What follows belongs to an exercise in optimizing a design on an open flow for small area; a production flow would make more cautious choices.
Where RTL was checked, it was by simulation tests only, not by an equivalence proof against the original.
Power figures rest on the tool's default switching activity, not on a simulated workload.

==> run X: inputs <==
==> flow/design.v <==
module debouncer(
  input clk,  
  input PB,   
  output reg PB_state,   
  output PB_state_nx,    
  output PB_fall         
);
  reg PB_sync_0;
  always @(posedge clk) PB_sync_0 <= PB;
  reg PB_sync_1;
  always @(posedge clk) PB_sync_1 <= PB_sync_0;
  reg [15:0] PB_cnt;
  always @(posedge clk)
  if(PB_state==PB_sync_1)
    PB_cnt <= 0;
  else
  begin
    PB_cnt <= PB_cnt + 1'b1; 
    if(PB_cnt == 16'hffff) PB_state <= ~PB_state; 
  end
  wire PB_toggle = (PB_state != PB_sync_1) && (PB_cnt == 16'hffff);
  assign PB_state_nx = PB_state ^ PB_toggle;
  assign PB_fall = PB_state & PB_toggle;
endmodule
module counter4_up(
  input clk,
  input rst,
  input en,
  output reg [3:0] cnt
);
  wire [3:0] q_next;
  always@(posedge clk)
  if(rst)
    cnt <= 0;
  else if(en)
    cnt <= q_next;
  assign q_next = cnt + 1;
endmodule
module hex_to_sseg_case(
  input [3:0] hex,
  output reg [7:0] sseg );
  always @*
  begin
    case(hex)
      4'b0000: sseg = 8'b1100_0000;  
      4'b0001: sseg = 8'b1111_1001;  
      4'b0010: sseg = 8'b1010_0100;  
      4'b0011: sseg = 8'b1011_0000;  
      4'b0100: sseg = 8'b1001_1001;  
      4'b0101: sseg = 8'b1001_0010;  
      4'b0110: sseg = 8'b1000_0010;  
      4'b0111: sseg = 8'b1111_1000;  
      4'b1000: sseg = 8'b1000_0000;  
      4'b1001: sseg = 8'b1001_0000;  
      4'b1010: sseg = 8'b1000_1000;  
      4'b1011: sseg = 8'b1000_0011;  
      4'b1100: sseg = 8'b1100_0110;  
      4'b1101: sseg = 8'b1010_0001;  
      4'b1110: sseg = 8'b1000_0110;  
      4'b1111: sseg = 8'b1000_1110;  
    endcase
  end
endmodule
module mux_sseg_4dig(
  input wire clk, reset,
  input [7:0] dig3, dig2, dig1, dig0,
  output reg [3:0] en_dig,
  output reg [7:0] sseg
  );
  localparam N = 18;
  reg [N-1:0] q_reg;
  wire [N-1:0] q_next;
  always@(posedge clk)
  if(reset)
    q_reg <= 0;
  else
    q_reg <= q_next;
  assign q_next = q_reg + 1'b1;
  always @*
  case(q_reg[N-1:N-2])
    2'b00:
      begin
        en_dig = 4'b1110;
        sseg = dig0;
      end
    2'b01:
      begin
        en_dig = 4'b1101;
        sseg = dig1;
      end
    2'b10:
      begin
        en_dig = 4'b1011;
        sseg = dig2;
      end
    2'b11:    
      begin
        en_dig = 4'b0111;
        sseg = dig3;
      end
  endcase
endmodule
module tes_mux_sseg_counter4_up(
  input clk,
  input [3:0] btn,
  input reset,
  output [3:0] led,
  output [7:0] sseg,
  output [3:0] en_dig  
);
  wire [3:0] cnt0, cnt1, cnt2, cnt3;
  wire [7:0] dig0, dig1, dig2, dig3;
  wire [3:0] dbtn;
  wire [3:0] dbtn_nx;
  wire [3:0] dbtn_fall;
  wire dreset;
  wire dreset_nx;
  wire dreset_fall;
  debouncer DB0( clk, btn[0], dbtn[0], dbtn_nx[0], dbtn_fall[0] );
  debouncer DB1( clk, btn[1], dbtn[1], dbtn_nx[1], dbtn_fall[1] );
  debouncer DB2( clk, btn[2], dbtn[2], dbtn_nx[2], dbtn_fall[2] );
  debouncer DB3( clk, btn[3], dbtn[3], dbtn_nx[3], dbtn_fall[3] );
  debouncer DBr( clk, reset, dreset, dreset_nx, dreset_fall ); 
  wire clr = ~dreset | ~dreset_nx;
  counter4_up CNT0( clk, clr, dbtn_fall[0], cnt0 );
  counter4_up CNT1( clk, clr, dbtn_fall[1], cnt1 );
  counter4_up CNT2( clk, clr, dbtn_fall[2], cnt2 );
  counter4_up CNT3( clk, clr, dbtn_fall[3], cnt3 );  
  assign led = ~cnt0;  
  hex_to_sseg_case BCD4SSEG0( cnt0, dig0);
  hex_to_sseg_case BCD4SSEG1( cnt1, dig1);
  hex_to_sseg_case BCD4SSEG2( cnt2, dig2);
  hex_to_sseg_case BCD4SSEG3( cnt3, dig3);  
  mux_sseg_4dig MUXSSEG( clk, clr, dig3, dig2, dig1, dig0, en_dig, sseg); 
endmodule
==> flow/run.sh <==
#!/bin/bash
# synth_recipe.tcl (not shown) runs the flow's synth.tcl, then flattens the netlist and writes it again
# the make line also repeats each setting of config.mk as NAME=value (left out here)
make -C /OpenROAD-flow-scripts/flow DESIGN_CONFIG=/design/flow/config.mk WORK_HOME=/design/flow/orfs CLKGATE_MAP_FILE= SYNTH_SCRIPT=/design/flow/synth_recipe.tcl finish
==> flow/config.mk <==
export PLATFORM = sky130hd
export DESIGN_NAME = tes_mux_sseg_counter4_up
export DESIGN_NICKNAME = tes_mux_sseg_counter4_up
export VERILOG_FILES = /design/flow/design.v
export SDC_FILE = /design/flow/constraint.sdc
export NUM_CORES = 4
export LEC_CHECK = 0
export CAP_MARGIN = 20
export CORE_MARGIN = 2
export CORE_UTILIZATION = 40
export SLEW_MARGIN = 20
==> flow/constraint.sdc <==
create_clock -name core_clock -period 10.0 [get_ports {clk}]
set_input_delay 2.0000 -clock core_clock [delete_from_list [all_inputs] [get_ports {clk}]]
set_output_delay 2.0000 -clock core_clock [all_outputs]
set_load 0.01 [all_outputs]
==> run R (differences from run X) <==
==> flow/design.v, changed modules only <==
module debouncer(
  input clk,
  input PB,              
  output reg PB_state,   
  output PB_state_nx,    
  output PB_fall         
);
  reg PB_sync_0;
  always @(posedge clk) PB_sync_0 <= PB;
  reg PB_sync_1;
  always @(posedge clk) PB_sync_1 <= PB_sync_0;
  wire run = PB_state ^ PB_sync_1;    
  wire term;
  lfsr_cnt16 CNT(clk, run, term);
  assign PB_state_nx = term ? PB_sync_1 : PB_state;
  assign PB_fall = (term & ~PB_sync_1) & PB_state;
  always @(posedge clk) PB_state <= PB_state_nx;
endmodule
module lfsr_cnt16(
  input clk,
  input en,
  output term
);
  reg [15:0] r;
  wire ev = ((r[0] & r[2]) & (r[4] & r[6])) & ((r[8] & r[10]) & (r[12] & r[14]));
  wire z15 = ev & ~(((r[1] | r[3]) | (r[5] | r[7])) | ((r[9] | r[11]) | r[13]));
  assign term = ev & (((r[1] & r[3]) & (r[5] & r[7])) & ((r[9] & r[11]) & r[13])) & ~r[15];
  wire fb = ((r[15] ^ r[12]) ^ (r[14] ^ r[3])) ^ z15;
  always @(posedge clk) begin
    r[0] <= en & ~fb;
    r[15:1] <= en ? ~r[14:0] : 15'd0;
  end
endmodule
module counter4_up(
  input clk,
  input rst,
  input en,
  output reg [3:0] cnt_n
);
  wire c1 = en & ~cnt_n[0];
  wire c2 = c1 & ~cnt_n[1];
  wire c3 = c2 & ~cnt_n[2];
  always @(posedge clk)
    cnt_n <= {rst | (cnt_n[3] ^ c3), rst | (cnt_n[2] ^ c2),
              rst | (cnt_n[1] ^ c1), rst | (cnt_n[0] ^ en)};
endmodule
module hex_to_sseg_case(
  input [3:0] hex,
  output reg [7:0] sseg );
  always @*
  begin
    case(hex)
      4'b0000: sseg = 8'b1100_0000;  
      4'b0001: sseg = 8'b1111_1001;  
      4'b0010: sseg = 8'b1010_0100;  
      4'b0011: sseg = 8'b1011_0000;  
      4'b0100: sseg = 8'b1001_1001;  
      4'b0101: sseg = 8'b1001_0010;  
      4'b0110: sseg = 8'b1000_0010;  
      4'b0111: sseg = 8'b1111_1000;  
      4'b1000: sseg = 8'b1000_0000;  
      4'b1001: sseg = 8'b1001_0000;  
      4'b1010: sseg = 8'b1000_1000;  
      4'b1011: sseg = 8'b1000_0011;  
      4'b1100: sseg = 8'b1100_0110;  
      4'b1101: sseg = 8'b1010_0001;  
      4'b1110: sseg = 8'b1000_0110;  
      default: sseg = 8'b1000_1110;  
    endcase
  end
endmodule
module mux_sseg_4dig(
  input wire clk, reset,
  input [3:0] dig3_n, dig2_n, dig1_n, dig0_n,
  output [3:0] en_dig,
  output [7:0] sseg
  );
  wire wrap;
  lfsr_cnt16 LOW(clk, ~reset, wrap);
  reg [1:0] k;
  always @(posedge clk)
    k <= {~reset & (k[1] ^ (wrap & k[0])), ~reset & (k[0] ^ wrap)};
  assign en_dig = {~(k[1] & k[0]), ~(k[1] & ~k[0]), ~(~k[1] & k[0]), ~(~k[1] & ~k[0])};
  wire [3:0] dsel_n = k[1] ? (k[0] ? dig3_n : dig2_n) : (k[0] ? dig1_n : dig0_n);
  hex_to_sseg_case DEC(~dsel_n, sseg);
endmodule
module tes_mux_sseg_counter4_up(
  input clk,
  input [3:0] btn,
  input reset,
  output [3:0] led,
  output [7:0] sseg,
  output [3:0] en_dig
);
  wire [3:0] cnt0_n, cnt1_n, cnt2_n, cnt3_n;
  wire [3:0] dbtn;
  wire [3:0] dbtn_nx;
  wire [3:0] dbtn_fall;
  wire dreset;
  wire dreset_nx;
  wire dreset_fall;
  debouncer DB0( clk, btn[0], dbtn[0], dbtn_nx[0], dbtn_fall[0] );
  debouncer DB1( clk, btn[1], dbtn[1], dbtn_nx[1], dbtn_fall[1] );
  debouncer DB2( clk, btn[2], dbtn[2], dbtn_nx[2], dbtn_fall[2] );
  debouncer DB3( clk, btn[3], dbtn[3], dbtn_nx[3], dbtn_fall[3] );
  debouncer DBr( clk, reset, dreset, dreset_nx, dreset_fall );
  wire clr = ~dreset | ~dreset_nx;
  counter4_up CNT0( clk, clr, dbtn_fall[0], cnt0_n );
  counter4_up CNT1( clk, clr, dbtn_fall[1], cnt1_n );
  counter4_up CNT2( clk, clr, dbtn_fall[2], cnt2_n );
  counter4_up CNT3( clk, clr, dbtn_fall[3], cnt3_n );
  assign led = cnt0_n;  
  mux_sseg_4dig MUXSSEG( clk, clr, cnt3_n, cnt2_n, cnt1_n, cnt0_n, en_dig, sseg);
endmodule
==> flow/flow/run.sh (new file) <==
#!/bin/bash
# Standard ORFS layout (the standard.sh, standard synthesis), with two
# changes: clock tree synthesis without dummy loads, and minimum-size
# buffers on the ports.  Tool output goes to the logs under orfs/logs and
# to standard.log here.
set -euo pipefail
CTS="-sink_clustering_enable -repair_clock_nets -dont_use_dummy_load -buf_list sky130_fd_sc_hd__clkbuf_4"
bash standard.sh "CTS_ARGS=$CTS" "BUFFER_PORTS_ARGS=-buffer_cell sky130_fd_sc_hd__buf_1" finish > standard.log 2>&1
==> flow/standard.sh (new file) <==
#!/bin/bash
# synth_recipe.tcl (not shown) runs the flow's synth.tcl, then flattens the netlist and writes it again
# the make line also repeats each setting of config.mk as NAME=value (left out here)
make -C /OpenROAD-flow-scripts/flow DESIGN_CONFIG=/design/flow/config.mk WORK_HOME=/design/flow/orfs CLKGATE_MAP_FILE= SYNTH_SCRIPT=/design/flow/synth_recipe.tcl "${@:-finish}"
- CORE_UTILIZATION: 40 -> 70
- PLACE_DENSITY: not set -> 0.8
removed: flow/run.sh
==> run K (differences from run X) <==
==> flow/design.v, changed modules only <==
module debouncer(
  input clk,
  input PB,              
  output reg PB_state,   
  output PB_state_nx,    
  output PB_fall         
);
  reg PB_sync_0;
  always @(posedge clk) PB_sync_0 <= PB;
  reg PB_sync_1;
  always @(posedge clk) PB_sync_1 <= PB_sync_0;
  wire run = PB_state ^ PB_sync_1;    
  wire term;
  lfsr_cnt16 CNT(clk, run, term);
  assign PB_state_nx = term ? PB_sync_1 : PB_state;
  assign PB_fall = PB_state & ~PB_sync_1 & term;
  always @(posedge clk) PB_state <= PB_state_nx;
endmodule
module lfsr_cnt16(
  input clk,
  input en,
  output term
);
  localparam [15:0] P = 16'haaaa;         
  localparam [15:0] S0 = 16'haaaa;        
  localparam [15:0] T = 16'h5555;         
  reg  [15:0] r;
  wire [15:0] t = r ^ P;
  wire z15 = ~|t[14:0];
  wire fb = t[15] ^ t[14] ^ t[12] ^ t[3] ^ z15;
  wire [15:0] tn = {t[14:0], fb};
  always @(posedge clk) r <= en ? (tn ^ P) : 16'h0000;
  assign term = (t == T);
endmodule
module counter4_up(
  input clk,
  input rst,
  input en,
  output reg [3:0] cnt_n
);
  always @(posedge clk)
  if (rst)
    cnt_n <= 4'hf;
  else if (en)
    cnt_n <= cnt_n - 1'b1;
endmodule
module hex_to_sseg_case(
  input [3:0] hex_n,
  output reg [7:0] sseg );
  always @*
  begin
    case(~hex_n)
      4'b0000: sseg = 8'b1100_0000;  
      4'b0001: sseg = 8'b1111_1001;  
      4'b0010: sseg = 8'b1010_0100;  
      4'b0011: sseg = 8'b1011_0000;  
      4'b0100: sseg = 8'b1001_1001;  
      4'b0101: sseg = 8'b1001_0010;  
      4'b0110: sseg = 8'b1000_0010;  
      4'b0111: sseg = 8'b1111_1000;  
      4'b1000: sseg = 8'b1000_0000;  
      4'b1001: sseg = 8'b1001_0000;  
      4'b1010: sseg = 8'b1000_1000;  
      4'b1011: sseg = 8'b1000_0011;  
      4'b1100: sseg = 8'b1100_0110;  
      4'b1101: sseg = 8'b1010_0001;  
      4'b1110: sseg = 8'b1000_0110;  
      default: sseg = 8'b1000_1110;  
    endcase
  end
endmodule
module mux_sseg_4dig(
  input wire clk, reset,
  input [3:0] dig3, dig2, dig1, dig0,    
  output reg [3:0] en_dig,
  output [7:0] sseg
  );
  wire wrap;
  lfsr_cnt16 LOW(clk, ~reset, wrap);
  reg [1:0] k;
  always @(posedge clk)
  if (reset)
    k <= 2'd0;
  else if (wrap)
    k <= k + 1'b1;
  reg [3:0] dsel;
  always @*
  case (k)
    2'b00: begin en_dig = 4'b1110; dsel = dig0; end
    2'b01: begin en_dig = 4'b1101; dsel = dig1; end
    2'b10: begin en_dig = 4'b1011; dsel = dig2; end
    default: begin en_dig = 4'b0111; dsel = dig3; end
  endcase
  hex_to_sseg_case DEC(dsel, sseg);
endmodule
module tes_mux_sseg_counter4_up(
  input clk,
  input [3:0] btn,
  input reset,
  output [3:0] led,
  output [7:0] sseg,
  output [3:0] en_dig
);
  wire [3:0] cnt0_n, cnt1_n, cnt2_n, cnt3_n;
  wire [3:0] dbtn;
  wire [3:0] dbtn_nx;
  wire [3:0] dbtn_fall;
  wire dreset;
  wire dreset_nx;
  wire dreset_fall;
  debouncer DB0( clk, btn[0], dbtn[0], dbtn_nx[0], dbtn_fall[0] );
  debouncer DB1( clk, btn[1], dbtn[1], dbtn_nx[1], dbtn_fall[1] );
  debouncer DB2( clk, btn[2], dbtn[2], dbtn_nx[2], dbtn_fall[2] );
  debouncer DB3( clk, btn[3], dbtn[3], dbtn_nx[3], dbtn_fall[3] );
  debouncer DBr( clk, reset, dreset, dreset_nx, dreset_fall );
  wire clr = ~dreset | ~dreset_nx;
  counter4_up CNT0( clk, clr, dbtn_fall[0], cnt0_n );
  counter4_up CNT1( clk, clr, dbtn_fall[1], cnt1_n );
  counter4_up CNT2( clk, clr, dbtn_fall[2], cnt2_n );
  counter4_up CNT3( clk, clr, dbtn_fall[3], cnt3_n );
  assign led = cnt0_n;  
  mux_sseg_4dig MUXSSEG( clk, clr, cnt3_n, cnt2_n, cnt1_n, cnt0_n, en_dig, sseg);
endmodule
- CTS_BUF_LIST: not set -> sky130_fd_sc_hd__clkbuf_4
- CTS_CLUSTER_DIAMETER: not set -> 100
- CTS_CLUSTER_SIZE: not set -> 40
==> summary.md <==
| Metric | Value |
|---|---|
| Clock period minus final worst setup slack | 4.82 ns |
| Layout Skew | 0.0436 ns |
| Area share of and/or/nand/nor cells after synthesis | 0.193 |
| Seq pwr share | 0.681 |
| P_int | 0.000662 W |
| Gr usage total | 0.217 |
| Initial antenna violation count | 0 |
| Sequential area share after synthesis | 0.595 |
| Status | no timing/DRC/antenna violations |
| Number of global-route vias before repair | 2,792 |
| Buffer and inverter count on the worst path | 2 |
| Worst Setup EP | sseg[3] |
(the above is from run R)
==> summary.md <==
| Metric | Value |
|---|---|
| Worst Setup EP | sseg[5] |
| Area share of and/or/nand/nor cells after synthesis | 0.218 |
| P_int | 0.000989 W |
| Buffer and inverter count on the worst path | 1 |
| Layout Skew | 0.00847 ns |
| Gr usage total | 0.150 |
| Seq pwr share | 0.502 |
| Initial antenna violation count | 0 |
| Status | no timing/DRC/antenna violations |
(the above is from run X)
==> summary.md <==
| Metric | Value |
|---|---|
| Status | no timing/DRC/antenna violations |
| Initial antenna violation count | 1 |
| P_int | 0.000735 W |
| Clock period minus final worst setup slack | 5.39 ns |
| GR Layer Usage met2 | 0.229 |
| Compound-Gate Fraction of Synth Area | 0.0634 |
| Worst Setup EP | sseg[3] |
| Register area | 2620 um^2 |
| Seq cells post-synth | 129 |
| Number of global-route vias before repair | 3,085 |
| Gr usage total | 0.141 |
| Layout Skew | 0.0124 ns |
| Buffer and inverter count on the worst path | 4 |
| Seq pwr share | 0.591 |
| Area share of and/or/nand/nor cells after synthesis | 0.201 |
| Sequential area share after synthesis | 0.568 |
(the above is from run K)
The RTL of run K was laid out without a check of its function.

## what the ideal ports hide
The flow's constraints put no driver on any port. The routed layouts listed below were extracted and timed again, unchanged, in two steps. Step 1 assumes that a clkbuf_16 drives the clock port and a buf_2 every other input. Step 2, shift: input delay + t, output delay - t, t = (earliest + latest rising clock arrival at the registers) / 2. This alone moves slack from input paths to output paths. Three values: ideal ports, drivers, drivers and shift; two values: the first two.
| run | t, ns | setup slack, ns | worst data-port slew with drivers (ns) |
|---|---|---|---|
| run X | 0.469 | 5.754 / 5.708 / 6.177 | 0.03 |
| run R | 0.504 | 5.177 / 5.149 / 5.653 | 0.03 |
| run K | 0.560 | 4.608 / 4.573 / 5.133 | 0.03 |
After both steps every run listed still meets setup and hold.
